This design comes from an exercise in tuning for small area, a short achievable clock period and few clock cycles per item on the open sky130 flow, not from production work.
Function was checked by simulation only, so behaviour that the tests miss may differ from the original.

==> design/flow/design.v <==
module fpmultiplier (output logic [31:0] product, output logic ready,
		input logic [31:0] a, input logic clock, nreset);
logic s_a, s_b, s_x1, s_x2, s_x3, s_f;
always_ff @(posedge clock, negedge nreset)
  if (~nreset) begin
    s_a <= 1'b0; s_b <= 1'b0; s_x1 <= 1'b0; s_x2 <= 1'b0; s_x3 <= 1'b0; s_f <= 1'b0;
    ready <= 1'b0;
  end else begin
    s_a <= ~(s_a | s_b | s_x1 | s_x2 | s_x3 | s_f);
    s_b <= s_a;
    s_x1 <= s_b;
    s_x2 <= s_x1;
    s_x3 <= s_x2;
    s_f <= s_x3;
    ready <= s_f;
  end
logic [8:0] rse1, rse2;
logic [22:0] ra_f;
always_ff @(posedge clock) begin
  rse1 <= a[31:23];
  rse2 <= rse1;
  if (s_a) ra_f <= a[22:0];
end
logic [35:0] enc, dg;
logic [23:0] fb_ext;
assign fb_ext = {a[22:0], 1'b0};
assign enc[0] = fb_ext[1] ^ fb_ext[0];
assign enc[1] = (fb_ext[2] & ~fb_ext[1] & ~fb_ext[0]) | (~fb_ext[2] & fb_ext[1] & fb_ext[0]);
assign enc[2] = fb_ext[2];
assign enc[3] = fb_ext[3] ^ fb_ext[2];
assign enc[4] = (fb_ext[4] & ~fb_ext[3] & ~fb_ext[2]) | (~fb_ext[4] & fb_ext[3] & fb_ext[2]);
assign enc[5] = fb_ext[4];
assign enc[6] = fb_ext[5] ^ fb_ext[4];
assign enc[7] = (fb_ext[6] & ~fb_ext[5] & ~fb_ext[4]) | (~fb_ext[6] & fb_ext[5] & fb_ext[4]);
assign enc[8] = fb_ext[6];
assign enc[9] = fb_ext[7] ^ fb_ext[6];
assign enc[10] = (fb_ext[8] & ~fb_ext[7] & ~fb_ext[6]) | (~fb_ext[8] & fb_ext[7] & fb_ext[6]);
assign enc[11] = fb_ext[8];
assign enc[12] = fb_ext[9] ^ fb_ext[8];
assign enc[13] = (fb_ext[10] & ~fb_ext[9] & ~fb_ext[8]) | (~fb_ext[10] & fb_ext[9] & fb_ext[8]);
assign enc[14] = fb_ext[10];
assign enc[15] = fb_ext[11] ^ fb_ext[10];
assign enc[16] = (fb_ext[12] & ~fb_ext[11] & ~fb_ext[10]) | (~fb_ext[12] & fb_ext[11] & fb_ext[10]);
assign enc[17] = fb_ext[12];
assign enc[18] = fb_ext[13] ^ fb_ext[12];
assign enc[19] = (fb_ext[14] & ~fb_ext[13] & ~fb_ext[12]) | (~fb_ext[14] & fb_ext[13] & fb_ext[12]);
assign enc[20] = fb_ext[14];
assign enc[21] = fb_ext[15] ^ fb_ext[14];
assign enc[22] = (fb_ext[16] & ~fb_ext[15] & ~fb_ext[14]) | (~fb_ext[16] & fb_ext[15] & fb_ext[14]);
assign enc[23] = fb_ext[16];
assign enc[24] = fb_ext[17] ^ fb_ext[16];
assign enc[25] = (fb_ext[18] & ~fb_ext[17] & ~fb_ext[16]) | (~fb_ext[18] & fb_ext[17] & fb_ext[16]);
assign enc[26] = fb_ext[18];
assign enc[27] = fb_ext[19] ^ fb_ext[18];
assign enc[28] = (fb_ext[20] & ~fb_ext[19] & ~fb_ext[18]) | (~fb_ext[20] & fb_ext[19] & fb_ext[18]);
assign enc[29] = fb_ext[20];
assign enc[30] = fb_ext[21] ^ fb_ext[20];
assign enc[31] = (fb_ext[22] & ~fb_ext[21] & ~fb_ext[20]) | (~fb_ext[22] & fb_ext[21] & fb_ext[20]);
assign enc[32] = fb_ext[22];
assign enc[33] = fb_ext[23] ^ fb_ext[22];
assign enc[34] = fb_ext[23] & fb_ext[22];
assign enc[35] = 1'b0;
logic [22:0] pf;
always_ff @(posedge clock) begin
  dg[35:24] <= enc[35:24];
  dg[23] <= s_b ? enc[23] : dg[35];
  dg[22:12] <= s_f ? pf[22:12] : s_b ? enc[22:12] : dg[34:24];
  dg[11:0] <= s_f ? pf[11:0] : s_b ? enc[11:0] : dg[23:12];
end
logic bnz;
assign bnz = |(dg[35:0] & 36'o333333333333);
logic [7:0] ea, eb;
logic za, zb, fa, fb, nana, nanb, infa, infb;
assign ea = rse2[7:0];
assign eb = rse1[7:0];
assign za = (ea == 8'd0);
assign zb = (eb == 8'd0);
assign fa = (ea == 8'hff);
assign fb = (eb == 8'hff);
assign nana = fa & (ra_f != 23'd0);
assign nanb = fb & bnz;
assign infa = fa & (ra_f == 23'd0);
assign infb = fb & ~bnz;
logic sp_nan, sp_inf, sp_zero, special;
assign sp_nan = nana | nanb | ((infa | infb) & (za | zb));
assign sp_inf = (infa | infb) & ~sp_nan;
assign sp_zero = (za | zb) & ~fa & ~fb;
assign special = fa | fb | za | zb;
logic [8:0] esum;
assign esum = {1'b0, ea} + {1'b0, eb};
logic [7:0] r_e, pe;
logic r_sign, r_nan, r_i0, r_i1, r_z0, r_z1;
always_ff @(posedge clock)
  if (s_x1 | s_f) r_e <= s_f ? pe : esum[7:0] + 8'd129;
always_ff @(posedge clock)
  if (s_x1) begin
    r_sign <= rse2[8] ^ rse1[8];
    r_nan <= sp_nan;
    r_i0 <= sp_nan | sp_inf | (~special & (esum >= 9'd382));
    r_i1 <= sp_nan | sp_inf | (~special & (esum >= 9'd381));
    r_z0 <= sp_zero | (~special & (esum <= 9'd127));
    r_z1 <= sp_zero | (~special & (esum <= 9'd126));
  end
logic [24:0] ma, ma2;
assign ma = {2'b01, ra_f};
assign ma2 = {1'b1, ra_f, 1'b0};
logic [3:0] bone, btwo, bneg, nneg;
assign bone[0] = dg[0];
assign btwo[0] = dg[1];
assign bneg[0] = dg[2];
assign nneg[0] = ~dg[2];
assign bone[1] = dg[3];
assign btwo[1] = dg[4];
assign bneg[1] = dg[5];
assign nneg[1] = ~dg[5];
assign bone[2] = dg[6];
assign btwo[2] = dg[7];
assign bneg[2] = dg[8];
assign nneg[2] = ~dg[8];
assign bone[3] = dg[9];
assign btwo[3] = dg[10];
assign bneg[3] = dg[11];
assign nneg[3] = ~dg[11];
logic [24:0] pp0, pp1, pp2, pp3;
assign pp0 = (({25{bone[0]}} & ma) | ({25{btwo[0]}} & ma2)) ^ {25{bneg[0]}};
assign pp1 = (({25{bone[1]}} & ma) | ({25{btwo[1]}} & ma2)) ^ {25{bneg[1]}};
assign pp2 = (({25{bone[2]}} & ma) | ({25{btwo[2]}} & ma2)) ^ {25{bneg[2]}};
assign pp3 = (({25{bone[3]}} & ma) | ({25{btwo[3]}} & ma2)) ^ {25{bneg[3]}};
logic [32:0] acc_s, acc_c;
logic [24:0] as_in, ac_in;
logic [8:0] low;
assign low = {1'b0, acc_s[7:0]} + {1'b0, acc_c[7:0]};
logic cl_in;
assign cl_in = ~s_x1 & low[8];
assign as_in = s_x1 ? 25'd0 : acc_s[32:8];
assign ac_in = s_x1 ? 25'd0 : acc_c[32:8];
logic [23:0] ma_last;
assign ma_last = s_x3 ? {1'b1, ra_f} : 24'd0;
logic ts1, tc1, ts2, tc2, ts3, tc3, ts4, tc4, ts5, tc5, ts6, tc6, ts7, tc7, ts8, tc8, ts9, tc9, ts10, tc10, ts11, tc11, ts12, tc12, ts13, tc13, ts14, tc14, ts15, tc15, ts16, tc16, ts17, tc17, ts18, tc18, ts19, tc19, ts20, tc20, ts21, tc21, ts22, tc22, ts23, tc23, ts24, tc24, ts25, tc25, ts26, tc26, ts27, tc27, ts28, tc28, ts29, tc29, ts30, tc30, ts31, tc31, ts32, tc32, ts33, tc33, ts34, tc34, ts35, tc35, ts36, tc36, ts37, tc37, ts38, tc38, ts39, tc39, ts40, tc40, ts41, tc41, ts42, tc42, ts43, tc43, ts44, tc44, ts45, tc45, ts46, tc46, ts47, tc47, ts48, tc48, ts49, tc49, ts50, tc50, ts51, tc51, ts52, tc52, ts53, tc53, ts54, tc54, ts55, tc55, ts56, tc56, ts57, tc57, ts58, tc58, ts59, tc59, ts60, tc60, ts61, tc61, ts62, tc62, ts63, tc63, ts64, tc64, ts65, tc65, ts66, tc66, ts67, tc67, ts68, tc68, ts69, tc69, ts70, tc70, ts71, tc71, ts72, tc72, ts73, tc73, ts74, tc74, ts75, tc75, ts76, tc76, ts77, tc77, ts78, tc78, ts79, tc79, ts80, tc80, ts81, tc81, ts82, tc82, ts83, tc83, ts84, tc84, ts85, tc85, ts86, tc86, ts87, tc87, ts88, tc88, ts89, tc89, ts90, tc90, ts91, tc91, ts92, tc92, ts93, tc93, ts94, tc94, ts95, tc95, ts96, tc96, ts97, tc97, ts98, tc98, ts99, tc99, ts100, tc100, ts101, tc101, ts102, tc102, ts103, tc103, ts104, tc104, ts105, tc105, ts106, tc106, ts107, tc107, ts108, tc108, ts109, tc109, ts110, tc110, ts111, tc111, ts112, tc112, ts113, tc113, ts114, tc114, ts115, tc115, ts116, tc116, ts117, tc117, ts118, tc118, ts119, tc119, ts120, tc120, ts121, tc121, ts122, tc122, ts123, tc123, ts124, tc124, ts125, tc125, ts126, tc126, ts127, tc127, ts128, tc128, ts129, tc129, ts130, tc130, ts131, tc131, ts132, tc132, ts133, tc133, ts134, tc134;
assign ts1 = as_in[6] ^ ac_in[6];
assign tc1 = as_in[6] & ac_in[6];
assign ts2 = as_in[7] ^ ac_in[7] ^ ma_last[0];
assign tc2 = (as_in[7] & ac_in[7]) | (as_in[7] & ma_last[0]) | (ac_in[7] & ma_last[0]);
assign ts3 = as_in[8] ^ ac_in[8] ^ ma_last[1];
assign tc3 = (as_in[8] & ac_in[8]) | (as_in[8] & ma_last[1]) | (ac_in[8] & ma_last[1]);
assign ts4 = as_in[9] ^ ac_in[9] ^ ma_last[2];
assign tc4 = (as_in[9] & ac_in[9]) | (as_in[9] & ma_last[2]) | (ac_in[9] & ma_last[2]);
assign ts5 = as_in[10] ^ ac_in[10] ^ ma_last[3];
assign tc5 = (as_in[10] & ac_in[10]) | (as_in[10] & ma_last[3]) | (ac_in[10] & ma_last[3]);
assign ts6 = as_in[11] ^ ac_in[11] ^ ma_last[4];
assign tc6 = (as_in[11] & ac_in[11]) | (as_in[11] & ma_last[4]) | (ac_in[11] & ma_last[4]);
assign ts7 = as_in[12] ^ ac_in[12] ^ ma_last[5];
assign tc7 = (as_in[12] & ac_in[12]) | (as_in[12] & ma_last[5]) | (ac_in[12] & ma_last[5]);
assign ts8 = as_in[13] ^ ac_in[13] ^ ma_last[6];
assign tc8 = (as_in[13] & ac_in[13]) | (as_in[13] & ma_last[6]) | (ac_in[13] & ma_last[6]);
assign ts9 = as_in[14] ^ ac_in[14] ^ ma_last[7];
assign tc9 = (as_in[14] & ac_in[14]) | (as_in[14] & ma_last[7]) | (ac_in[14] & ma_last[7]);
assign ts10 = as_in[15] ^ ac_in[15] ^ ma_last[8];
assign tc10 = (as_in[15] & ac_in[15]) | (as_in[15] & ma_last[8]) | (ac_in[15] & ma_last[8]);
assign ts11 = as_in[16] ^ ac_in[16] ^ ma_last[9];
assign tc11 = (as_in[16] & ac_in[16]) | (as_in[16] & ma_last[9]) | (ac_in[16] & ma_last[9]);
assign ts12 = as_in[17] ^ ac_in[17] ^ ma_last[10];
assign tc12 = (as_in[17] & ac_in[17]) | (as_in[17] & ma_last[10]) | (ac_in[17] & ma_last[10]);
assign ts13 = as_in[18] ^ ac_in[18] ^ ma_last[11];
assign tc13 = (as_in[18] & ac_in[18]) | (as_in[18] & ma_last[11]) | (ac_in[18] & ma_last[11]);
assign ts14 = as_in[19] ^ ac_in[19] ^ ma_last[12];
assign tc14 = (as_in[19] & ac_in[19]) | (as_in[19] & ma_last[12]) | (ac_in[19] & ma_last[12]);
assign ts15 = as_in[20] ^ ac_in[20] ^ ma_last[13];
assign tc15 = (as_in[20] & ac_in[20]) | (as_in[20] & ma_last[13]) | (ac_in[20] & ma_last[13]);
assign ts16 = as_in[21] ^ ac_in[21] ^ ma_last[14];
assign tc16 = (as_in[21] & ac_in[21]) | (as_in[21] & ma_last[14]) | (ac_in[21] & ma_last[14]);
assign ts17 = as_in[22] ^ ac_in[22] ^ ma_last[15];
assign tc17 = (as_in[22] & ac_in[22]) | (as_in[22] & ma_last[15]) | (ac_in[22] & ma_last[15]);
assign ts18 = as_in[23] ^ ac_in[23] ^ ma_last[16];
assign tc18 = (as_in[23] & ac_in[23]) | (as_in[23] & ma_last[16]) | (ac_in[23] & ma_last[16]);
assign ts19 = as_in[24] ^ ac_in[24] ^ ma_last[17];
assign tc19 = (as_in[24] & ac_in[24]) | (as_in[24] & ma_last[17]) | (ac_in[24] & ma_last[17]);
assign ts20 = s_x1 ^ ma_last[18];
assign tc20 = s_x1 & ma_last[18];
assign ts21 = as_in[0] ^ ac_in[0];
assign tc21 = as_in[0] & ac_in[0];
assign ts22 = as_in[2] ^ ac_in[2];
assign tc22 = as_in[2] & ac_in[2];
assign ts23 = as_in[3] ^ ac_in[3];
assign tc23 = as_in[3] & ac_in[3];
assign ts24 = as_in[4] ^ ac_in[4] ^ bneg[2];
assign tc24 = (as_in[4] & ac_in[4]) | (as_in[4] & bneg[2]) | (ac_in[4] & bneg[2]);
assign ts25 = pp0[4] ^ pp1[2];
assign tc25 = pp0[4] & pp1[2];
assign ts26 = as_in[5] ^ ac_in[5] ^ pp0[5];
assign tc26 = (as_in[5] & ac_in[5]) | (as_in[5] & pp0[5]) | (ac_in[5] & pp0[5]);
assign ts27 = pp1[3] ^ pp2[1];
assign tc27 = pp1[3] & pp2[1];
assign ts28 = ts1 ^ bneg[3] ^ pp0[6];
assign tc28 = (ts1 & bneg[3]) | (ts1 & pp0[6]) | (bneg[3] & pp0[6]);
assign ts29 = pp1[4] ^ pp2[2] ^ pp3[0];
assign tc29 = (pp1[4] & pp2[2]) | (pp1[4] & pp3[0]) | (pp2[2] & pp3[0]);
assign ts30 = tc1 ^ ts2 ^ pp0[7];
assign tc30 = (tc1 & ts2) | (tc1 & pp0[7]) | (ts2 & pp0[7]);
assign ts31 = pp1[5] ^ pp2[3] ^ pp3[1];
assign tc31 = (pp1[5] & pp2[3]) | (pp1[5] & pp3[1]) | (pp2[3] & pp3[1]);
assign ts32 = ts3 ^ tc2 ^ pp0[8];
assign tc32 = (ts3 & tc2) | (ts3 & pp0[8]) | (tc2 & pp0[8]);
assign ts33 = pp1[6] ^ pp2[4] ^ pp3[2];
assign tc33 = (pp1[6] & pp2[4]) | (pp1[6] & pp3[2]) | (pp2[4] & pp3[2]);
assign ts34 = ts4 ^ tc3 ^ pp0[9];
assign tc34 = (ts4 & tc3) | (ts4 & pp0[9]) | (tc3 & pp0[9]);
assign ts35 = pp1[7] ^ pp2[5] ^ pp3[3];
assign tc35 = (pp1[7] & pp2[5]) | (pp1[7] & pp3[3]) | (pp2[5] & pp3[3]);
assign ts36 = ts5 ^ tc4 ^ pp0[10];
assign tc36 = (ts5 & tc4) | (ts5 & pp0[10]) | (tc4 & pp0[10]);
assign ts37 = pp1[8] ^ pp2[6] ^ pp3[4];
assign tc37 = (pp1[8] & pp2[6]) | (pp1[8] & pp3[4]) | (pp2[6] & pp3[4]);
assign ts38 = ts6 ^ tc5 ^ pp0[11];
assign tc38 = (ts6 & tc5) | (ts6 & pp0[11]) | (tc5 & pp0[11]);
assign ts39 = pp1[9] ^ pp2[7] ^ pp3[5];
assign tc39 = (pp1[9] & pp2[7]) | (pp1[9] & pp3[5]) | (pp2[7] & pp3[5]);
assign ts40 = ts7 ^ tc6 ^ pp0[12];
assign tc40 = (ts7 & tc6) | (ts7 & pp0[12]) | (tc6 & pp0[12]);
assign ts41 = pp1[10] ^ pp2[8] ^ pp3[6];
assign tc41 = (pp1[10] & pp2[8]) | (pp1[10] & pp3[6]) | (pp2[8] & pp3[6]);
assign ts42 = ts8 ^ tc7 ^ pp0[13];
assign tc42 = (ts8 & tc7) | (ts8 & pp0[13]) | (tc7 & pp0[13]);
assign ts43 = pp1[11] ^ pp2[9] ^ pp3[7];
assign tc43 = (pp1[11] & pp2[9]) | (pp1[11] & pp3[7]) | (pp2[9] & pp3[7]);
assign ts44 = ts9 ^ tc8 ^ pp0[14];
assign tc44 = (ts9 & tc8) | (ts9 & pp0[14]) | (tc8 & pp0[14]);
assign ts45 = pp1[12] ^ pp2[10] ^ pp3[8];
assign tc45 = (pp1[12] & pp2[10]) | (pp1[12] & pp3[8]) | (pp2[10] & pp3[8]);
assign ts46 = ts10 ^ tc9 ^ pp0[15];
assign tc46 = (ts10 & tc9) | (ts10 & pp0[15]) | (tc9 & pp0[15]);
assign ts47 = pp1[13] ^ pp2[11] ^ pp3[9];
assign tc47 = (pp1[13] & pp2[11]) | (pp1[13] & pp3[9]) | (pp2[11] & pp3[9]);
assign ts48 = ts11 ^ tc10 ^ pp0[16];
assign tc48 = (ts11 & tc10) | (ts11 & pp0[16]) | (tc10 & pp0[16]);
assign ts49 = pp1[14] ^ pp2[12] ^ pp3[10];
assign tc49 = (pp1[14] & pp2[12]) | (pp1[14] & pp3[10]) | (pp2[12] & pp3[10]);
assign ts50 = ts12 ^ tc11 ^ pp0[17];
assign tc50 = (ts12 & tc11) | (ts12 & pp0[17]) | (tc11 & pp0[17]);
assign ts51 = pp1[15] ^ pp2[13] ^ pp3[11];
assign tc51 = (pp1[15] & pp2[13]) | (pp1[15] & pp3[11]) | (pp2[13] & pp3[11]);
assign ts52 = ts13 ^ tc12 ^ pp0[18];
assign tc52 = (ts13 & tc12) | (ts13 & pp0[18]) | (tc12 & pp0[18]);
assign ts53 = pp1[16] ^ pp2[14] ^ pp3[12];
assign tc53 = (pp1[16] & pp2[14]) | (pp1[16] & pp3[12]) | (pp2[14] & pp3[12]);
assign ts54 = ts14 ^ tc13 ^ pp0[19];
assign tc54 = (ts14 & tc13) | (ts14 & pp0[19]) | (tc13 & pp0[19]);
assign ts55 = pp1[17] ^ pp2[15] ^ pp3[13];
assign tc55 = (pp1[17] & pp2[15]) | (pp1[17] & pp3[13]) | (pp2[15] & pp3[13]);
assign ts56 = ts15 ^ tc14 ^ pp0[20];
assign tc56 = (ts15 & tc14) | (ts15 & pp0[20]) | (tc14 & pp0[20]);
assign ts57 = pp1[18] ^ pp2[16] ^ pp3[14];
assign tc57 = (pp1[18] & pp2[16]) | (pp1[18] & pp3[14]) | (pp2[16] & pp3[14]);
assign ts58 = ts16 ^ tc15 ^ pp0[21];
assign tc58 = (ts16 & tc15) | (ts16 & pp0[21]) | (tc15 & pp0[21]);
assign ts59 = pp1[19] ^ pp2[17] ^ pp3[15];
assign tc59 = (pp1[19] & pp2[17]) | (pp1[19] & pp3[15]) | (pp2[17] & pp3[15]);
assign ts60 = ts17 ^ tc16 ^ pp0[22];
assign tc60 = (ts17 & tc16) | (ts17 & pp0[22]) | (tc16 & pp0[22]);
assign ts61 = pp1[20] ^ pp2[18] ^ pp3[16];
assign tc61 = (pp1[20] & pp2[18]) | (pp1[20] & pp3[16]) | (pp2[18] & pp3[16]);
assign ts62 = ts18 ^ tc17 ^ pp0[23];
assign tc62 = (ts18 & tc17) | (ts18 & pp0[23]) | (tc17 & pp0[23]);
assign ts63 = pp1[21] ^ pp2[19] ^ pp3[17];
assign tc63 = (pp1[21] & pp2[19]) | (pp1[21] & pp3[17]) | (pp2[19] & pp3[17]);
assign ts64 = ts19 ^ tc18 ^ pp0[24];
assign tc64 = (ts19 & tc18) | (ts19 & pp0[24]) | (tc18 & pp0[24]);
assign ts65 = pp1[22] ^ pp2[20] ^ pp3[18];
assign tc65 = (pp1[22] & pp2[20]) | (pp1[22] & pp3[18]) | (pp2[20] & pp3[18]);
assign ts66 = ts20 ^ nneg[0] ^ tc19;
assign tc66 = (ts20 & nneg[0]) | (ts20 & tc19) | (nneg[0] & tc19);
assign ts67 = pp1[23] ^ pp2[21] ^ pp3[19];
assign tc67 = (pp1[23] & pp2[21]) | (pp1[23] & pp3[19]) | (pp2[21] & pp3[19]);
assign ts68 = 1'b1 ^ ma_last[19] ^ tc20;
assign tc68 = (1'b1 & ma_last[19]) | (1'b1 & tc20) | (ma_last[19] & tc20);
assign ts69 = pp1[24] ^ pp2[22] ^ pp3[20];
assign tc69 = (pp1[24] & pp2[22]) | (pp1[24] & pp3[20]) | (pp2[22] & pp3[20]);
assign ts70 = ma_last[20] ^ nneg[1] ^ pp2[23];
assign tc70 = (ma_last[20] & nneg[1]) | (ma_last[20] & pp2[23]) | (nneg[1] & pp2[23]);
assign ts71 = 1'b1 ^ ma_last[21];
assign tc71 = 1'b1 & ma_last[21];
assign ts72 = ts21 ^ bneg[0];
assign tc72 = ts21 & bneg[0];
assign ts73 = as_in[1] ^ ac_in[1] ^ tc21;
assign tc73 = (as_in[1] & ac_in[1]) | (as_in[1] & tc21) | (ac_in[1] & tc21);
assign ts74 = ts22 ^ bneg[1] ^ pp0[2];
assign tc74 = (ts22 & bneg[1]) | (ts22 & pp0[2]) | (bneg[1] & pp0[2]);
assign ts75 = ts23 ^ tc22 ^ pp0[3];
assign tc75 = (ts23 & tc22) | (ts23 & pp0[3]) | (tc22 & pp0[3]);
assign ts76 = tc23 ^ ts24 ^ pp2[0];
assign tc76 = (tc23 & ts24) | (tc23 & pp2[0]) | (ts24 & pp2[0]);
assign ts77 = tc24 ^ ts27 ^ tc25;
assign tc77 = (tc24 & ts27) | (tc24 & tc25) | (ts27 & tc25);
assign ts78 = tc27 ^ ts28 ^ ts29;
assign tc78 = (tc27 & ts28) | (tc27 & ts29) | (ts28 & ts29);
assign ts79 = ts30 ^ ts31 ^ tc28;
assign tc79 = (ts30 & ts31) | (ts30 & tc28) | (ts31 & tc28);
assign ts80 = ts32 ^ ts33 ^ tc30;
assign tc80 = (ts32 & ts33) | (ts32 & tc30) | (ts33 & tc30);
assign ts81 = ts34 ^ ts35 ^ tc32;
assign tc81 = (ts34 & ts35) | (ts34 & tc32) | (ts35 & tc32);
assign ts82 = ts36 ^ ts37 ^ tc34;
assign tc82 = (ts36 & ts37) | (ts36 & tc34) | (ts37 & tc34);
assign ts83 = ts38 ^ ts39 ^ tc36;
assign tc83 = (ts38 & ts39) | (ts38 & tc36) | (ts39 & tc36);
assign ts84 = ts40 ^ ts41 ^ tc38;
assign tc84 = (ts40 & ts41) | (ts40 & tc38) | (ts41 & tc38);
assign ts85 = ts42 ^ ts43 ^ tc40;
assign tc85 = (ts42 & ts43) | (ts42 & tc40) | (ts43 & tc40);
assign ts86 = ts44 ^ ts45 ^ tc42;
assign tc86 = (ts44 & ts45) | (ts44 & tc42) | (ts45 & tc42);
assign ts87 = ts46 ^ ts47 ^ tc44;
assign tc87 = (ts46 & ts47) | (ts46 & tc44) | (ts47 & tc44);
assign ts88 = ts48 ^ ts49 ^ tc46;
assign tc88 = (ts48 & ts49) | (ts48 & tc46) | (ts49 & tc46);
assign ts89 = ts50 ^ ts51 ^ tc48;
assign tc89 = (ts50 & ts51) | (ts50 & tc48) | (ts51 & tc48);
assign ts90 = ts52 ^ ts53 ^ tc50;
assign tc90 = (ts52 & ts53) | (ts52 & tc50) | (ts53 & tc50);
assign ts91 = ts54 ^ ts55 ^ tc52;
assign tc91 = (ts54 & ts55) | (ts54 & tc52) | (ts55 & tc52);
assign ts92 = ts56 ^ ts57 ^ tc54;
assign tc92 = (ts56 & ts57) | (ts56 & tc54) | (ts57 & tc54);
assign ts93 = ts58 ^ ts59 ^ tc56;
assign tc93 = (ts58 & ts59) | (ts58 & tc56) | (ts59 & tc56);
assign ts94 = ts60 ^ ts61 ^ tc58;
assign tc94 = (ts60 & ts61) | (ts60 & tc58) | (ts61 & tc58);
assign ts95 = ts62 ^ ts63 ^ tc60;
assign tc95 = (ts62 & ts63) | (ts62 & tc60) | (ts63 & tc60);
assign ts96 = ts64 ^ ts65 ^ tc62;
assign tc96 = (ts64 & ts65) | (ts64 & tc62) | (ts65 & tc62);
assign ts97 = ts66 ^ ts67 ^ tc64;
assign tc97 = (ts66 & ts67) | (ts66 & tc64) | (ts67 & tc64);
assign ts98 = ts68 ^ tc66 ^ ts69;
assign tc98 = (ts68 & tc66) | (ts68 & ts69) | (tc66 & ts69);
assign ts99 = tc68 ^ pp3[21] ^ ts70;
assign tc99 = (tc68 & pp3[21]) | (tc68 & ts70) | (pp3[21] & ts70);
assign ts100 = ts71 ^ pp2[24] ^ pp3[22];
assign tc100 = (ts71 & pp2[24]) | (ts71 & pp3[22]) | (pp2[24] & pp3[22]);
assign ts101 = ma_last[22] ^ tc71 ^ nneg[2];
assign tc101 = (ma_last[22] & tc71) | (ma_last[22] & nneg[2]) | (tc71 & nneg[2]);
assign ts102 = 1'b1 ^ ma_last[23];
assign tc102 = 1'b1 & ma_last[23];
assign ts103 = cl_in ^ ts72;
assign tc103 = cl_in & ts72;
assign ts104 = tc72 ^ ts73 ^ pp0[1];
assign tc104 = (tc72 & ts73) | (tc72 & pp0[1]) | (ts73 & pp0[1]);
assign ts105 = tc73 ^ pp1[0] ^ ts74;
assign tc105 = (tc73 & pp1[0]) | (tc73 & ts74) | (pp1[0] & ts74);
assign ts106 = pp1[1] ^ ts75 ^ tc74;
assign tc106 = (pp1[1] & ts75) | (pp1[1] & tc74) | (ts75 & tc74);
assign ts107 = ts25 ^ ts76 ^ tc75;
assign tc107 = (ts25 & ts76) | (ts25 & tc75) | (ts76 & tc75);
assign ts108 = ts26 ^ tc76 ^ ts77;
assign tc108 = (ts26 & tc76) | (ts26 & ts77) | (tc76 & ts77);
assign ts109 = tc26 ^ tc77 ^ ts78;
assign tc109 = (tc26 & tc77) | (tc26 & ts78) | (tc77 & ts78);
assign ts110 = tc29 ^ ts79 ^ tc78;
assign tc110 = (tc29 & ts79) | (tc29 & tc78) | (ts79 & tc78);
assign ts111 = tc31 ^ ts80 ^ tc79;
assign tc111 = (tc31 & ts80) | (tc31 & tc79) | (ts80 & tc79);
assign ts112 = tc33 ^ ts81 ^ tc80;
assign tc112 = (tc33 & ts81) | (tc33 & tc80) | (ts81 & tc80);
assign ts113 = tc35 ^ ts82 ^ tc81;
assign tc113 = (tc35 & ts82) | (tc35 & tc81) | (ts82 & tc81);
assign ts114 = tc37 ^ ts83 ^ tc82;
assign tc114 = (tc37 & ts83) | (tc37 & tc82) | (ts83 & tc82);
assign ts115 = tc39 ^ ts84 ^ tc83;
assign tc115 = (tc39 & ts84) | (tc39 & tc83) | (ts84 & tc83);
assign ts116 = tc41 ^ ts85 ^ tc84;
assign tc116 = (tc41 & ts85) | (tc41 & tc84) | (ts85 & tc84);
assign ts117 = tc43 ^ ts86 ^ tc85;
assign tc117 = (tc43 & ts86) | (tc43 & tc85) | (ts86 & tc85);
assign ts118 = tc45 ^ ts87 ^ tc86;
assign tc118 = (tc45 & ts87) | (tc45 & tc86) | (ts87 & tc86);
assign ts119 = tc47 ^ ts88 ^ tc87;
assign tc119 = (tc47 & ts88) | (tc47 & tc87) | (ts88 & tc87);
assign ts120 = tc49 ^ ts89 ^ tc88;
assign tc120 = (tc49 & ts89) | (tc49 & tc88) | (ts89 & tc88);
assign ts121 = tc51 ^ ts90 ^ tc89;
assign tc121 = (tc51 & ts90) | (tc51 & tc89) | (ts90 & tc89);
assign ts122 = tc53 ^ ts91 ^ tc90;
assign tc122 = (tc53 & ts91) | (tc53 & tc90) | (ts91 & tc90);
assign ts123 = tc55 ^ ts92 ^ tc91;
assign tc123 = (tc55 & ts92) | (tc55 & tc91) | (ts92 & tc91);
assign ts124 = tc57 ^ ts93 ^ tc92;
assign tc124 = (tc57 & ts93) | (tc57 & tc92) | (ts93 & tc92);
assign ts125 = tc59 ^ ts94 ^ tc93;
assign tc125 = (tc59 & ts94) | (tc59 & tc93) | (ts94 & tc93);
assign ts126 = tc61 ^ ts95 ^ tc94;
assign tc126 = (tc61 & ts95) | (tc61 & tc94) | (ts95 & tc94);
assign ts127 = tc63 ^ ts96 ^ tc95;
assign tc127 = (tc63 & ts96) | (tc63 & tc95) | (ts96 & tc95);
assign ts128 = tc65 ^ ts97 ^ tc96;
assign tc128 = (tc65 & ts97) | (tc65 & tc96) | (ts97 & tc96);
assign ts129 = tc67 ^ ts98 ^ tc97;
assign tc129 = (tc67 & ts98) | (tc67 & tc97) | (ts98 & tc97);
assign ts130 = tc69 ^ ts99 ^ tc98;
assign tc130 = (tc69 & ts99) | (tc69 & tc98) | (ts99 & tc98);
assign ts131 = ts100 ^ tc70 ^ tc99;
assign tc131 = (ts100 & tc70) | (ts100 & tc99) | (tc70 & tc99);
assign ts132 = ts101 ^ pp3[23] ^ tc100;
assign tc132 = (ts101 & pp3[23]) | (ts101 & tc100) | (pp3[23] & tc100);
assign ts133 = ts102 ^ pp3[24] ^ tc101;
assign tc133 = (ts102 & pp3[24]) | (ts102 & tc101) | (pp3[24] & tc101);
assign ts134 = tc102 ^ nneg[3];
assign tc134 = tc102 & nneg[3];
always_ff @(posedge clock) begin
  acc_s <= {1'b1, ts134, ts133, ts132, ts131, ts130, ts129, ts128, ts127, ts126, ts125, ts124, ts123, ts122, ts121, ts120, ts119, ts118, ts117, ts116, ts115, ts114, ts113, ts112, ts111, ts110, ts109, ts108, ts107, ts106, ts105, ts104, ts103};
  acc_c <= {tc134, tc133, tc132, tc131, tc130, tc129, tc128, tc127, tc126, tc125, tc124, tc123, tc122, tc121, tc120, tc119, tc118, tc117, tc116, tc115, tc114, tc113, tc112, tc111, tc110, tc109, tc108, tc107, tc106, tc105, tc104, tc103, pp0[0]};
end
logic [31:0] p;
assign p = acc_s[31:0] + acc_c[31:0];
logic hi, zr, ir;
assign hi = p[31];
assign zr = hi ? r_z1 : r_z0;
assign ir = hi ? r_i1 : r_i0;
assign pe = zr ? 8'd0 : ir ? 8'hff : (hi ? r_e + 8'd1 : r_e);
assign pf = (zr | ir) ? {22'd0, r_nan} : (hi ? p[30:8] : p[29:7]);
assign product = {r_sign, r_e, dg[22:0]};
endmodule
==> design/flow/flow/run.sh <==
#!/bin/bash
# The standard layout flow (standard.sh), run with a larger setup margin
# for the resizer's timing repair. Clock, constraints and every step are
# otherwise unchanged.
set -euo pipefail
MARGIN=${MARGIN:-5.4}
sed -E "s/SETUP_SLACK_MARGIN=[-0-9.]+/SETUP_SLACK_MARGIN=$MARGIN/" standard.sh > standard_margin.sh
grep -q "SETUP_SLACK_MARGIN=$MARGIN" standard_margin.sh
bash standard_margin.sh > standard.log 2>&1
==> design/flow/standard.sh <==
#!/bin/bash
# synth_recipe.tcl (not shown) runs the flow's synth.tcl, then flattens the netlist and writes it again
# the make line also repeats each setting of config.mk as NAME=value (left out here)
make -C /OpenROAD-flow-scripts/flow DESIGN_CONFIG=/design/flow/config.mk WORK_HOME=/design/flow/orfs CLKGATE_MAP_FILE= SYNTH_SCRIPT=/design/flow/synth_recipe.tcl "${@:-finish}"
==> design/flow/config.mk <==
export PLATFORM = sky130hd
export DESIGN_NAME = fpmultiplier
export DESIGN_NICKNAME = fpmultiplier
export VERILOG_FILES = /design/flow/design.v
export SDC_FILE = /design/flow/constraint.sdc
export NUM_CORES = 4
export LEC_CHECK = 0
export ABC_CLOCK_PERIOD_IN_PS = 3500
export CAP_MARGIN = 20
export CORE_MARGIN = 2
export CORE_UTILIZATION = 40
export PLACE_DENSITY = 0.6
export SETUP_SLACK_MARGIN = 5
export SLEW_MARGIN = 20
==> design/flow/constraint.sdc <==
create_clock -name core_clock -period 9.0 [get_ports {clock}]
set_input_delay 1.8000 -clock core_clock [delete_from_list [all_inputs] [get_ports {clock}]]
set_output_delay 1.8000 -clock core_clock [all_outputs]
set_load 0.01 [all_outputs]
==> results.yml, run 1 <==
cts:
  clockBufferDepth: 2
  htreeDepth: 4
  cts-root-buf: "clkbuf_16"
  clock-sinks: 162
  cts.clk_slew.worst_paths_ns: 0.07
  clk_latency_ns: 0.44
  cts_tree: "done"
  cts_buffers: 17
  cts_hold_buffers: 0
floorplanning:
  die_h_um: 180
  start_util: 0.405
  ioPinCount: 67
  dieArea_mm2: 0.0323
  die_w_um: 180
  coreArea_mm2: 0.0305
  rows: 64
sta:
  rsz0062_at_grt: "false"
  skew_ns: 0.0119
  relSlewSlack: 0.485
  worst_pin_slew_ns: 0.772
  min_period_ns: 3.54
  setup_viol: 0
  timing.final.ws_setup_ns: 5.46
  post-route-period-util: 0.393
  setup_tns_ns: 0
  slew_violations: 0
  max_freq_mhz: 283
  hold_violations: 0
routing:
  wire_per_inst_um: 20.5
  wl_met2_mm: 16.3
  drc: 0
  ant_nets: 0
  routed_wl_mm: 33.8
  drt-pass1-iter-count: 5
  top_layer_used: "met4"
  dr.first_iter.drc_count: 703
  viasPerCell: 5.42
  route.met3.wl_mm: 1.42
  wl_met1_mm: 15.6
  routed-via-count: 8951
yosys:
  yosysTopAreaCellShare: 0.196
  synth_area_leaders: "fa_1, dfxtp_1, xnor2_1"
  synth.avg_cell_area_um2: 9.90
  synthesis.nets: 1456
  synthAdderAreaFrac: 0.251
  async_flop_share: 0.0432
  synth_xor_area_frac: 0.111
  ys_warn_count: 1
  synthDistinctLibCells: 66
  netlist_area_mm2: 0.0123
  postSynthCellCount: 1247
  synthMuxAreaShare: 0.0116
  synth_edf_count: 37
  synth_top_family_by_area: "adder cells"
  synth-simple-area-share: 0.107
  synth_ff_type: "dfxtp_1"
  ys_seq_area_frac: 0.296
  synth_top_area_cell: "fa_1"
  synth_compound_area_frac: 0.146
  ys_seq_elements: 162
worst_setup_path:
  endpoint_kind: "primary output"
  critPathMaxFanout: 27
  crit_type: "register to primary output"
  worstPathCellList: "clkbuf_8, clkdlybuf4s50_1"
  startpoint_type: "register"
  required_ns: 7.20
  cp_top_family: "buffers and inverters"
  critical_path.max_stage_delay_ns: 0.61
  worst_path_max_delay_cell: "clkdlybuf4s50_1"
  critPathArrivalTime_ns: 1.74
  path_buf_inv: 2
grt:
  grt_max_degree: 41
  grt-ovfl-total: 0
  grt_first_pass_wirelength_mm: 53.4
  antenna_found_initial: 0
  track_usage: 0.214
  grt_pass1_vias: 9194
final_layout:
  nets: 1452
  syn2layout_area_growth_pct: 11.1
  drive_gt1_frac: 0.0589
  antenna_cells: 0
min_path:
  hold_class: "register to register"
placement:
  finalWeightedCongestion: 0.869
  dpl.hpwl_mm: 25.0
  post-place-ws_ns: 5.36
  portBuffers: 66
job:
  cap_violations: 0
status:
  status: "no timing/DRC/antenna violations"
## cells in the final DEF, fill, tap and decap left out, types with 15 or more instances in the layout
cell type        count
nor4_1              15
nor2_1              47
fa_1               121
nand2_1             56
clkdlybuf4s50_1     66
a22oi_1             95
nor2b_1             50
xor2_1              26
inv_1              122
edfxtp_1            37
ha_1                54
dfxtp_1            113
clkbuf_16           17
and2_1              23
a21oi_1             49
o21ai_0             27
xnor2_1            127
## state kept, by name, indices dropped and copies added (netlist names), 8 cells and up
signal	cells
ra_f	23
rse2	9
dg	12
r_e	8
rse1	9
acc_s	32
product	23
acc_c	33
## synth_stat cells, drive strengths merged, types with 8 or more instances
cell type and n:
inv 123, clkbuf 61, a21o 9, o21ai 38, o22ai 13, xor2 26, nand2 56, xnor2 128
a22oi 95, o211ai 8, and2 23, buf 45, nand4 14, nor2 48, edfxtp 37, nor2b 50
a221o 8, mux2i 12, ha 54, fa 121, dfxtp 118, a21oi 50, nor4 15, nand3 14
nand2b 8
## timing repair
action                     in CTS  in global routing
gates cloned                    0                  0
gates resized for setup         6                  5
setup buffers                   0                  2
pin swaps                       0                  1
setup endpoints to repair      12                 14
## cells by family after synthesis
group,after synthesis
AO/OA/AOI/OAI,262
XOR/XNOR,154
adder cells (fa/ha/maj),175
buffers and inverters,229
flip-flops,162
multiplexers,14
AND/OR/NAND/NOR,251
## stage by stage
step / instance area [um2] / cells / util / hold WS, ns
global placement: 13100 / 1618 / 0.430 / 0.354
global route: 13700 / 1652 / 0.450 / 0.381
detailed placement: 13100 / 1618 / 0.430 / 0.359
finish: 13700 / 1652 / 0.450 / 0.367
floorplan: 12300 / 1247 / - / 0.349
CTS: 13700 / 1650 / 0.448 / 0.368
## path summary, 6_finish.rpt
check	cells past startpoint	slack [ns]	endpoint	from
setup / recovery	2	5.46	product[11]	product[11]
hold / removal	0	0.37	rse2[8]	rse1[8]
setup reg to reg	7	5.55	acc_s[12]	s_x1
hold reg to reg	0	0.37	rse2[8]	rse1[8]
max in group asynchronous	1	7.10	s_a	nreset
min in group asynchronous	1	1.62	ready	nreset
## area by class of cell
class | count | area [um2]
clock buffer | 18 | 429
clock inverter | 14 | 124
fill | 2851 | 16800
inverter | 123 | 462
multi-input combinational | 856 | 7730
sequential | 162 | 3660
tap | 396 | 495
timing repair buffer | 83 | 815
## per-layer routing
metal / track usage / up-vias
met3: 0.0284 / 31
met4: 0.0579 / 0
met2: 0.351 / 233
met5: 0 / -
li1: - / 4172
met1: 0.298 / 4515
Testbench counts, summed over its fixed seeds: cycles 28,000, items 4,000.
==> inputs of run 2 (changes only) <==
--- a/design/flow/flow/run.sh
+++ b/design/flow/flow/run.sh
@@ -5,3 +5,3 @@
 set -euo pipefail
-MARGIN=${MARGIN:-5.4}
+MARGIN=${MARGIN:-5.6}
 sed -E "s/SETUP_SLACK_MARGIN=[-0-9.]+/SETUP_SLACK_MARGIN=$MARGIN/" standard.sh > standard_margin.sh
==> run 2 against run 1 <==
  * Register-to-register slack gained 0.19 ns
  * Count of clock-buffer cells in the layout unchanged
  * First-iteration DRC count fell by 1.0%
  * Sequential share of layout area fell by 0.31 points
  * Critical path depth unchanged
  * Via count up 0.89%
  * Synthesized cell count stayed put
  * Non-clock buffer count grew 18
  * Critical path type unchanged
  * Critical endpoint is now product[1]
  * Maximum frequency is 1.8% higher
  * Still clean on timing, DRC and antenna
==> results.yml, run 2 <==
yosys:
  synthDistinctLibCells: 66
  synthesis.nets: 1456
  ys_seq_area_frac: 0.296
  synth_common_cells: "xnor2_1, inv_1, fa_1"
  ys_seq_elements: 162
  postSynthCellCount: 1247
  synth_ff_type: "dfxtp_1"
  synth_edf_count: 37
  yosysTopAreaCellShare: 0.196
  netlist_area_mm2: 0.0123
  synth_area_leaders: "fa_1, dfxtp_1, xnor2_1"
  synth.most_common_cell: "xnor2_1"
  synth.avg_cell_area_um2: 9.90
  ys_warn_count: 1
  async_flop_share: 0.0432
  synth_top_area_cell: "fa_1"
final_layout:
  final_common_cell: "xnor2_1"
  antenna_cells: 0
  drive_gt1_frac: 0.0738
  largest_reg_flops: 33
  top_register: "acc_c"
  nets: 1470
  syn2layout_area_growth_pct: 12.9
  reg_top3: "acc_c x33, acc_s x32"
  mostFrequentLayoutCells: "xnor2_1, inv_1, fa_1"
cts:
  htreeDepth: 4
  cts.clk_slew.worst_paths_ns: 0.07
  clk_latency_ns: 0.45
  cts_buffers: 17
  clock-sinks: 162
  cts-root-buf: "clkbuf_16"
  cts_hold_buffers: 0
  clockBufferDepth: 2
  cts_tree: "done"
routing:
  routed_wl_mm: 34.4
  drt-pass1-iter-count: 5
  drc: 0
  wire_per_inst_um: 20.6
  dr.first_iter.drc_count: 696
  routed-via-count: 9031
  viasPerCell: 5.41
  ant_nets: 0
sta:
  max_freq_mhz: 288
  worst_pin_slew_ns: 0.690
  hold_violations: 0
  worst_hold_slack_ns: 0.367
  setup_tns_ns: 0
  setup_viol: 0
  relSlewSlack: 0.528
  skew_ns: 0.0143
  slew_violations: 0
  min_period_ns: 3.47
  rsz0062_at_grt: "true"
  post-route-period-util: 0.386
  timing.final.ws_setup_ns: 5.53
job:
  cap_violations: 0
floorplanning:
  die_w_um: 180
  ioPinCount: 67
  rows: 64
  coreArea_mm2: 0.0305
  die_h_um: 180
  dieArea_mm2: 0.0323
  start_util: 0.405
worst_setup_path:
  critPathLaunch: "product[1]"
  r2r_slack_ns: 5.74
  crit_end: "product[1]"
  required_ns: 7.20
  r2r_end: "acc_s[12]"
  crit_type: "register to primary output"
  startpoint_type: "register"
  endpoint_kind: "primary output"
  r2r_start: "s_x1"
  critPathArrivalTime_ns: 1.67
  r2r_cells: 7
  critPathMaxFanout: 15
status:
  status: "no timing/DRC/antenna violations"
grt:
  grt_max_degree: 41
  grt_pass1_vias: 9186
  grt-ovfl-total: 0
  grt_first_pass_wirelength_mm: 53.7
  track_usage: 0.215
  antenna_found_initial: 0
placement:
  portBuffers: 66
  post-place-ws_ns: 5.36
  dpl.hpwl_mm: 25.0
  finalWeightedCongestion: 0.869
min_path:
  hold_class: "register to register"
  min_from: "rse1[8]"
-- run 2: cell counts after synthesis --
Identical to the previous run, type by type.
-- run 2: through the flow --
step	area, um2	util	cells
after floorplan	12300	-	1247
after global placement	13100	0.430	1618
after detailed placement	13100	0.430	1618
after CTS	13800	0.452	1653
after global routing	13900	0.457	1670
final	13900	0.457	1670
-- run 2: worst max-delay path, cell delays in order, from the launching register on --
cell             delay [ns]
dfxtp_4                0.48
buf_6                  0.19
clkdlybuf4s50_1        0.55
-- run 2: worst min path at each step --
stage                         end  cells past startpoint
after floorplan           rse2[8]                      0
after global placement    rse2[8]                      0
after detailed placement  rse2[8]                      0
after CTS                 rse2[8]                      0
after global routing         s_x3                      0
final                     rse2[8]                      0
-- run 2: what timing repair did --
action	in CTS	in global routing
setup buffers	2	16
setup endpoints to repair	44	20
pin swaps	1	1
resized for setup	24	4
gates cloned	1	1
-- run 2: logic make-up after synthesis --
| kind of cell | share of synthesized area |
|---|---|
| flops | 0.296 |
| compound gates | 0.146 |
| simple gates | 0.107 |
| buf+inv | 0.0781 |
| fa+ha+maj | 0.251 |
| xor+xnor | 0.111 |
| mux | 0.0116 |
-- run 2: area by class of cell --
type	count	area, um2
Timing Repair Buffer	101	1010
Sequential cell	162	3680
Inverter	123	462
Clock buffer	18	429
Multi-Input combinational cell	856	7740
Fill cell	2837	16600
Clock inverter	14	124
Tap cell	396	495
-- run 2: routing by layer --
layer  global-route usage  vias to the layer above  share of wire
li1                     -                     4213              -
met1                0.299                     4531           0.46
met2                0.353                      242           0.48
met3               0.0320                       45          0.046
met4               0.0514                        0          0.017
met5                    0                        -              0
==> inputs of run 3 (changes only) <==
--- a/design/flow/flow/run.sh
+++ b/design/flow/flow/run.sh
@@ -5,3 +5,3 @@
 set -euo pipefail
-MARGIN=${MARGIN:-5.6}
+MARGIN=${MARGIN:-6.3}
 sed -E "s/SETUP_SLACK_MARGIN=[-0-9.]+/SETUP_SLACK_MARGIN=$MARGIN/" standard.sh > standard_margin.sh
==> run 3 against run 2 <==
  * Flip-flop and latch count unchanged
  * Critical path depth increased by 6
  * Die area unchanged
  * Clock skew decreased by 0.0021 ns
  * Still clean on timing, DRC and antenna
  * Synthesized cell count unchanged
  * Critical path type is now register to register
  * Core utilization increased by 6.1 points
  * Maximum frequency increased by 14%
  * Critical endpoint is now acc_s[12]
  * Global-route usage increased by 1.4 points
  * Final cell count increased by 5.9%
  * Largest cell class unchanged
  * Via count increased by 6.9%
==> results.yml, run 3 <==
worst_setup_path:
  critical_path.max_stage_delay_ns: 0.55
  worst-path-stages: 8
  required_ns: 9.38
  crit_type: "register to register"
  cp_top_family: "adder cells"
  worstPathCellList: "buf_12, and2_4, fa_1, inv_1, fa_1, fa_1, inv_1, fa_2"
  path_buf_inv: 3
  startpoint_type: "register"
  worst_path_max_delay_cell: "fa_2"
  critPathArrivalTime_ns: 3.44
  r2r_end: "acc_s[12]"
  crit_path_frequent_cell: "fa_1"
  endpoint_kind: "register"
  r2r_slack_ns: 5.95
  critPathMaxFanout: 7
  r2r_cells: 8
  r2r_start: "s_x3"
routing:
  drt-pass1-iter-count: 5
  dr.first_iter.drc_count: 939
  ant_nets: 0
  wire_per_inst_um: 21.2
  viasPerCell: 5.46
  routed_wl_mm: 37.5
  routed-via-count: 9653
  drc: 0
yosys:
  synth_ff_type: "dfxtp_1"
  synth.avg_cell_area_um2: 9.90
  synthesis.nets: 1456
  synth_top_area_cell: "fa_1"
  synth_top_family_by_area: "adder cells"
  ys_warn_count: 1
  synth_area_leaders: "fa_1, dfxtp_1, xnor2_1"
  netlist_area_mm2: 0.0123
  yosysTopAreaCellShare: 0.196
  synth.most_common_cell: "xnor2_1"
  synthMuxAreaShare: 0.0116
  synth-simple-area-share: 0.107
  async_flop_share: 0.0432
  synth_xor_area_frac: 0.111
  synth_compound_area_frac: 0.146
  postSynthCellCount: 1247
  synthDistinctLibCells: 66
  synth_common_cells: "xnor2_1, inv_1, fa_1"
  ys_seq_elements: 162
  synthAdderAreaFrac: 0.251
  ys_seq_area_frac: 0.296
  synth_edf_count: 37
sta:
  worst_pin_slew_ns: 0.833
  min_period_ns: 3.05
  skew_ns: 0.0122
  relSlewSlack: 0.441
  worst_hold_slack_ns: 0.364
  hold_violations: 0
  rsz0062_at_grt: "true"
  max_freq_mhz: 327
  setup_tns_ns: 0
  post-route-period-util: 0.339
  setup_viol: 0
  slew_violations: 0
floorplanning:
  coreArea_mm2: 0.0305
  rows: 64
  die_w_um: 180
  ioPinCount: 67
  start_util: 0.405
  die_h_um: 180
  dieArea_mm2: 0.0323
final_layout:
  fill_cells: 2655
  syn2layout_area_growth_pct: 27.9
  top_register: "acc_c"
  nets: 1569
  multi_input_area_mm2: 0.00853
  largest_reg_flops: 33
  mostFrequentLayoutCells: "xnor2_1, buf_4, inv_1"
  final_common_cell: "xnor2_1"
  antenna_cells: 0
  drive_gt1_frac: 0.312
  reg_top3: "acc_c x33, acc_s x32"
  seqCellArea_mm2: 0.00373
job:
  cap_violations: 0
cts:
  cts_buffers: 17
  cts.clk_slew.worst_paths_ns: 0.08
  cts_hold_buffers: 0
  clockBufferDepth: 2
  clk_latency_ns: 0.45
  cts_tree: "done"
  cts-root-buf: "clkbuf_16"
  htreeDepth: 4
  clock-sinks: 162
grt:
  grt_pass1_vias: 9705
  antenna_found_initial: 1
  track_usage: 0.229
  grt_max_degree: 42
  grt_first_pass_wirelength_mm: 57.0
  grt-ovfl-total: 0
placement:
  portBuffers: 66
  dpl.hpwl_mm: 24.9
  finalWeightedCongestion: 0.843
min_path:
  min_from: "rse1[8]"
  hold_class: "register to register"
  hold_depth: 0
  holdPathEnd: "rse2[8]"
status:
  status: "no timing/DRC/antenna violations"
-- run 3: cell counts after synthesis --
No cell type changed its count.
-- run 3: timing repair --
item | 4_1_cts | 5_1_grt
gates resized for setup | 333 | 115
cloned | 4 | 2
endpoints found under the setup margin | 120 | 120
buffers inserted | 72 | 42
pin swaps | 61 | 66
-- run 3: metrics by stage --
step	util	cells	instance area, um2	setup WS (ns)
detailed placement	0.431	1617	13200	5.46
floorplan	-	1247	12500	6.09
global route	0.517	1769	15800	5.87
global placement	0.431	1617	13200	5.51
finish	0.517	1769	15800	5.95
CTS	0.493	1725	15000	5.95
-- run 3: layout make-up --
| type | instances | share of cell area |
|---|---|---|
| Clock buffer | 17 | 0.0269 |
| Clock inverter | 15 | 0.0110 |
| Inverter | 123 | 0.0292 |
| Multi-Input combinational cell | 857 | 0.540 |
| Sequential cell | 162 | 0.236 |
| Tap cell | 396 | 0.0314 |
| Timing Repair Buffer | 199 | 0.125 |
-- run 3: kinds of logic (layout without fill, tap and decap cells) --
group | Yosys count | in the layout
xor+xnor | 154 | 154
fa+ha+maj | 175 | 175
buf+inv | 229 | 354
simple gates | 251 | 252
flops | 162 | 162
mux | 14 | 14
compound gates | 262 | 262
-- run 3: worst max-delay path by stage --
stage | from | to | slack [ns]
final | s_x3 | acc_s[12] | 5.95
after CTS | product[5] | product[5] | 5.95
after detailed placement | acc_s[6] | product[17] | 5.46
after global placement | s_x1 | acc_s[14] | 5.51
after floorplan | s_x1 | acc_s[12] | 6.09
after global routing | s_x3 | acc_s[12] | 5.87
-- run 3: per-layer routing --
layer / vias up / wire length (um) / global-route usage
met3: 87 / 2010 / 0.0381
met1: 4807 / 16300 / 0.308
met5: - / 0 / 0
li1: 4412 / - / -
met4: 0 / 1610 / 0.107
met2: 347 / 17600 / 0.363
==> inputs of run 4 (changes only) <==
--- a/design/flow/flow/run.sh
+++ b/design/flow/flow/run.sh
@@ -5,3 +5,3 @@
 set -euo pipefail
-MARGIN=${MARGIN:-6.3}
+MARGIN=${MARGIN:-6.0}
 sed -E "s/SETUP_SLACK_MARGIN=[-0-9.]+/SETUP_SLACK_MARGIN=$MARGIN/" standard.sh > standard_margin.sh
==> run 4 against run 3 <==
  * Still clean on timing, DRC and antenna
  * Maximum frequency fell by 2.4%
  * Global-route usage is 0.39 points lower
  * Die area stayed put
  * Core utilization is 3.9 points lower
  * Register-to-register slack worse by 0.08 ns
  * Setup slack lost 0.076 ns
  * Critical path type unchanged
==> results.yml, run 4 <==
status:
  status: "no timing/DRC/antenna violations"
final_layout:
  fin_cells: 1708
  multi_input_area_mm2: 0.00796
  top_register: "acc_c"
  syn2layout_area_growth_pct: 18.3
  mostFrequentLayoutCells: "xnor2_1, inv_1, dfxtp_1"
  postLayoutCellArea_mm2: 0.0146
  reg_top3: "acc_c x33, acc_s x32"
  nets: 1508
  seqCellArea_mm2: 0.00368
  drive_gt1_frac: 0.165
  fill_cells: 2837
  fin_util: 0.479
  final_common_cell: "xnor2_1"
  largest_reg_flops: 33
  antenna_cells: 0
floorplanning:
  coreArea_mm2: 0.0305
  rows: 64
  die_h_um: 180
  ioPinCount: 67
  dieArea_mm2: 0.0323
  start_util: 0.405
  die_w_um: 180
routing:
  viasPerCell: 5.45
  ant_nets: 0
  dr.first_iter.drc_count: 689
  drc: 0
  drt-pass1-iter-count: 4
  routed_wl_mm: 35.6
  routed-via-count: 9312
  wire_per_inst_um: 20.9
yosys:
  synth_top_area_cell: "fa_1"
  ys_seq_elements: 162
  synth_ff_type: "dfxtp_1"
  synth_common_cells: "xnor2_1, inv_1, fa_1"
  synth_area_leaders: "fa_1, dfxtp_1, xnor2_1"
  synth.most_common_cell: "xnor2_1"
  synthDistinctLibCells: 66
  yosysTopAreaCellShare: 0.196
  ys_warn_count: 1
  ys_seq_area_frac: 0.296
  synthesis.nets: 1456
  synth_edf_count: 37
  netlist_area_mm2: 0.0123
  async_flop_share: 0.0432
  synth.avg_cell_area_um2: 9.90
  postSynthCellCount: 1247
cts:
  htreeDepth: 4
  cts.clk_slew.worst_paths_ns: 0.07
  clockBufferDepth: 2
  cts_tree: "done"
  clock-sinks: 162
  cts-root-buf: "clkbuf_16"
  cts_buffers: 17
  clk_latency_ns: 0.44
job:
  cap_violations: 0
sta:
  post-route-period-util: 0.348
  setup_tns_ns: 0
  worst_pin_slew_ns: 0.845
  hold_violations: 0
  min_period_ns: 3.13
  worst_hold_slack_ns: 0.370
  rsz0062_at_grt: "true"
  max_freq_mhz: 320
  slew_violations: 0
  relSlewSlack: 0.431
  setup_viol: 0
  skew_ns: 0.0112
grt:
  grt_first_pass_wirelength_mm: 56.2
  antenna_found_initial: 0
  grt_pass1_vias: 9723
  track_usage: 0.225
  grt_max_degree: 41
  grt-ovfl-total: 0
min_path:
  hold_class: "register to register"
  hold_depth: 0
worst_setup_path:
  critPathArrivalTime_ns: 3.51
  startpoint_type: "register"
  r2r_cells: 9
  crit_type: "register to register"
  required_ns: 9.38
  endpoint_kind: "register"
  critPathMaxFanout: 4
placement:
  portBuffers: 66
  finalWeightedCongestion: 0.880
  dpl.hpwl_mm: 25.0
  numPlacedInstances: 1617
  post_dp_cell_area_mm2: 0.0131
==> run 4: cell types whose count changed in the layout (fill, tap and decap cells not counted), moves of 11 or more <==
cell	previous run	this run
buf_4	98	55
buf_6	38	5
dlygate4sd2_1	3	26
dfxtp_1	86	107
ha_1	34	50
fa_1	91	106
fa_2	30	15
inv_1	95	108
inv_2	28	15
dfxtp_2	18	6
nor2_1	35	46
==> run 4: area by class of cell <==
type                            count  share of cell area
Clock inverter                     12             0.00934
Inverter                          123              0.0316
Clock buffer                       20              0.0321
Timing Repair Buffer              139              0.0952
Multi-Input combinational cell    856               0.546
Sequential cell                   162               0.252
Tap cell                          396              0.0339
==> run 4: stage by stage <==
step,setup WS (ns)
6_report,5.87
3_3_place_gp,5.39
2_1_floorplan,6.01
3_5_place_dp,5.34
5_1_grt,5.81
4_1_cts,5.86
==> run 4: cells by family after synthesis <==
kind of cell / share of synthesized area
muxes: 0.0116
adders and majority gates: 0.251
buffers and inverters: 0.0781
DFF: 0.296
and+or+nand+nor: 0.107
AOI/OAI and AO/OA: 0.146
xor gates and xnor gates: 0.111
==> run 4: critical path, cell delays in order, from the launching register on <==
cell and delay, ns:
dfrtp_4 0.54, buf_4 0.17, buf_12 0.13, and2_4 0.15
fa_1 0.49, inv_2 0.04, fa_1 0.49, fa_1 0.51
inv_2 0.04, fa_2 0.52
==> run 4: repair_timing <==
| action | 4_1_cts | 5_1_grt |
|---|---|---|
| setup endpoints to repair | 115 | 79 |
| gates cloned | 3 | 0 |
| pin swaps | 55 | 31 |
| buffers inserted | 38 | 18 |
| hold buffers | 0 | 0 |
| resized for setup | 105 | 58 |
==> run 4: path summary, 6_finish.rpt <==
kind | from | end | slack (ns)
setup / recovery | s_x3 | acc_s[17] | 5.87
hold reg to reg | rse1[8] | rse2[8] | 0.37
min in group asynchronous | nreset | ready | 1.63
setup reg to reg | s_x3 | acc_s[17] | 5.87
hold / removal | rse1[8] | rse2[8] | 0.37
max in group asynchronous | nreset | s_x3 | 7.09
==> run 4: metal layers <==
layer  up-vias  share of wire  global-route usage
met5         -              0                   0
met4         0          0.035              0.0846
met3        72          0.053              0.0334
met2       322           0.47               0.362
met1      4633           0.44               0.309
li1       4285              -                   -
==> inputs of run 5 (changes only) <==
--- a/design/flow/flow/run.sh
+++ b/design/flow/flow/run.sh
@@ -5,3 +5,3 @@
 set -euo pipefail
-MARGIN=${MARGIN:-6.0}
+MARGIN=${MARGIN:-5.8}
 sed -E "s/SETUP_SLACK_MARGIN=[-0-9.]+/SETUP_SLACK_MARGIN=$MARGIN/" standard.sh > standard_margin.sh
==> run 5 against run 4 <==
  * Highest routed layer unchanged
  * Synthesized cell count unchanged
  * Maximum frequency down 1.6%
  * Clock skew up 0.0026 ns
  * Wire length down 1.9%
  * Count of clock-buffer cells in the layout fell by 2
  * Critical path depth down 2
  * Non-clock buffer count is 41 lower
  * Core utilization decreased by 2.1 points
  * Register-to-register slack worse by 0.05 ns
  * Global-route usage is 0.71 points lower
  * Flip-flop and latch count stayed put
  * Worst hold slack lost 0.0028 ns
==> results.yml, run 5 <==
status:
  status: "no timing/DRC/antenna violations"
floorplanning:
  coreArea_mm2: 0.0305
  rows: 64
  die_h_um: 180
  dieArea_mm2: 0.0323
  ioPinCount: 67
  die_w_um: 180
  start_util: 0.405
worst_setup_path:
  critical_path.max_stage_delay_ns: 0.64
  crit_path_frequent_cell: "fa_1"
  worst_path_max_delay_cell: "dfrtp_4"
  worstPathCellList: "and2_1, fa_1, inv_1, fa_1, fa_1, inv_1, fa_1"
  endpoint_kind: "register"
  critPathArrivalTime_ns: 3.48
  path_buf_inv: 2
  startpoint_type: "register"
  required_ns: 9.30
  cp_top_family: "adder cells"
  crit_type: "register to register"
  critPathMaxFanout: 28
routing:
  wire_per_inst_um: 21.0
  drc: 0
  drt-pass1-iter-count: 5
  ant_nets: 0
  routed_wl_mm: 35.0
  dr.first_iter.drc_count: 641
  viasPerCell: 5.46
  routed-via-count: 9104
cts:
  cts_tree: "done"
  clock-sinks: 162
  htreeDepth: 4
  cts.clk_slew.worst_paths_ns: 0.07
  clk_latency_ns: 0.45
  cts_buffers: 17
  clockBufferDepth: 2
  cts-root-buf: "clkbuf_16"
yosys:
  synth_area_leaders: "fa_1, dfxtp_1, xnor2_1"
  synth_top_area_cell: "fa_1"
  synth_common_cells: "xnor2_1, inv_1, fa_1"
  postSynthCellCount: 1247
  synth.avg_cell_area_um2: 9.90
  ys_warn_count: 1
  synth.most_common_cell: "xnor2_1"
  synth_edf_count: 37
  synthDistinctLibCells: 66
  synth_ff_type: "dfxtp_1"
  yosysTopAreaCellShare: 0.196
  ys_seq_elements: 162
  synthesis.nets: 1456
  ys_seq_area_frac: 0.296
  netlist_area_mm2: 0.0123
  async_flop_share: 0.0432
final_layout:
  syn2layout_area_growth_pct: 13.0
  largest_reg_flops: 33
  nets: 1467
  mostFrequentLayoutCells: "xnor2_1, inv_1, fa_1"
  drive_gt1_frac: 0.0763
  antenna_cells: 0
  top_register: "acc_c"
  reg_top3: "acc_c x33, acc_s x32"
  final_common_cell: "xnor2_1"
sta:
  worst_pin_slew_ns: 0.711
  relSlewSlack: 0.514
  post-route-period-util: 0.353
  setup_viol: 0
  setup_tns_ns: 0
  rsz0062_at_grt: "true"
  skew_ns: 0.0138
  min_period_ns: 3.18
  hold_violations: 0
  max_freq_mhz: 314
  slew_violations: 0
grt:
  grt_pass1_vias: 9269
  antenna_found_initial: 0
  grt_max_degree: 41
  grt_first_pass_wirelength_mm: 54.4
  track_usage: 0.218
  grt-ovfl-total: 0
placement:
  finalWeightedCongestion: 0.869
  portBuffers: 66
  dpl.hpwl_mm: 25.0
job:
  cap_violations: 0
min_path:
  hold_class: "register to register"
==> run 5: cell types whose count changed in the layout (fill, tap and decap cells not counted), moves of 6 or more <==
cell | previous run | this run
fa_2 | 15 | 0
fa_1 | 106 | 121
nor2b_1 | 39 | 50
clkdlybuf4s50_1 | 31 | 43
nor2b_2 | 11 | 0
buf_4 | 55 | 22
a21oi_1 | 43 | 49
inv_1 | 108 | 122
dlygate4sd2_1 | 26 | 18
inv_2 | 15 | 1
and2_4 | 12 | 0
a21oi_2 | 6 | 0
and2_1 | 11 | 23
==> run 5: repair_timing <==
action | 4_1_cts | 5_1_grt
cloned | 2 | 0
hold buffers | 0 | 0
resized for setup | 51 | 6
setup buffers | 11 | 4
endpoints found under the setup margin | 100 | 32
pin swaps | 2 | 0
==> run 5: final timing paths <==
kind                                  end    start  slack (ns)  cells after the start
max in group asynchronous            s_x3   nreset        7.08                      1
worst min-delay path              rse2[8]  rse1[8]        0.37                      0
worst max-delay path            acc_s[12]     s_x3        5.82                      7
worst min register to register    rse2[8]  rse1[8]        0.37                      0
min in group asynchronous           ready   nreset        1.62                      1
worst max register to register  acc_s[12]     s_x3        5.82                      7
==> run 5: stage by stage <==
stage	worst slack (ns)	instances	hold WS (ns)	utilization	instance area, um2
3_5_place_dp	5.36	1618	0.359	0.430	13100
4_1_cts	5.69	1663	0.368	0.455	13900
2_1_floorplan	5.83	1247	0.349	-	12300
6_report	5.82	1667	0.368	0.457	14000
3_3_place_gp	5.43	1618	0.354	0.430	13100
5_1_grt	5.72	1667	0.381	0.457	14000
==> run 5: cell type report <==
type / instances / area [um2]
tap: 396 / 495
inverter: 123 / 462
fill: 2845 / 16600
timing repair buffer: 98 / 1010
sequential: 162 / 3680
clock buffer: 18 / 429
clock inverter: 14 / 124
multi-input combinational: 856 / 7740
==> run 5: worst register-to-register path, stage by stage, from the launching register on <==
cell and delay (ns):
dfrtp_4 0.64, and2_1 0.25, fa_1 0.48, inv_1 0.06, fa_1 0.50, fa_1 0.56, inv_1 0.06, fa_1 0.50
==> run 5: metal layers <==
metal | track usage | wire (um)
met5 | 0 | 0
met2 | 0.357 | 16700
met4 | 0.0644 | 658
met1 | 0.301 | 16000
met3 | 0.0318 | 1660
==> run 5: cell families (layout without fill, tap and decap cells) <==
kind of cell | count (synthesis) | after routing | synth area share
flops | 162 | 162 | 0.296
xor+xnor | 154 | 154 | 0.111
compound gates | 262 | 262 | 0.146
mux | 14 | 14 | 0.0116
buf+inv | 229 | 253 | 0.0781
simple gates | 251 | 251 | 0.107
fa+ha+maj | 175 | 175 | 0.251

==> port drivers added, routing unchanged <==
The results above use ideal ports. As a check the final layouts listed here were re-extracted and re-timed, cells and wires unchanged. Step 1 sets driving cells, clkbuf_16 on the clock port and buf_2 on the other inputs (assumed; they add their load-dependent delay and slew). Step 2 moves the port delays by t, midway between the first and last clock arrival at a register: inputs arrive t later, outputs are due t later. That takes back most of the time a late clock gives input paths. Three values: ideal, step 1, step 2; two values: the first two.
run	t, ns	slack for setup (ns)	hold WS [ns]	worst setup path after step 2	cell pins on the clock port's net
run 1	0.487	5.463 / 5.414 / 5.554	0.367 / 0.367 / 0.367	register to register	1
run 2	0.491	5.526 / 5.476 / 5.577	0.367 / 0.367 / 0.367	input to register	1
run 3	0.491	5.946 / 5.946 / 5.774	0.364 / 0.364 / 0.364	input to register	1
run 4	0.484	5.871 / 5.871 / 5.643	0.370 / 0.370 / 0.370	input to register	1
run 5	0.489	5.820 / 5.788 / 5.557	0.368 / 0.368 / 0.368	input to register	1
After both steps every run listed still meets setup and hold. For run 5, which loses most, drivers alone change the setup slack by -0.032 ns; drivers and shift together by -0.263 ns.
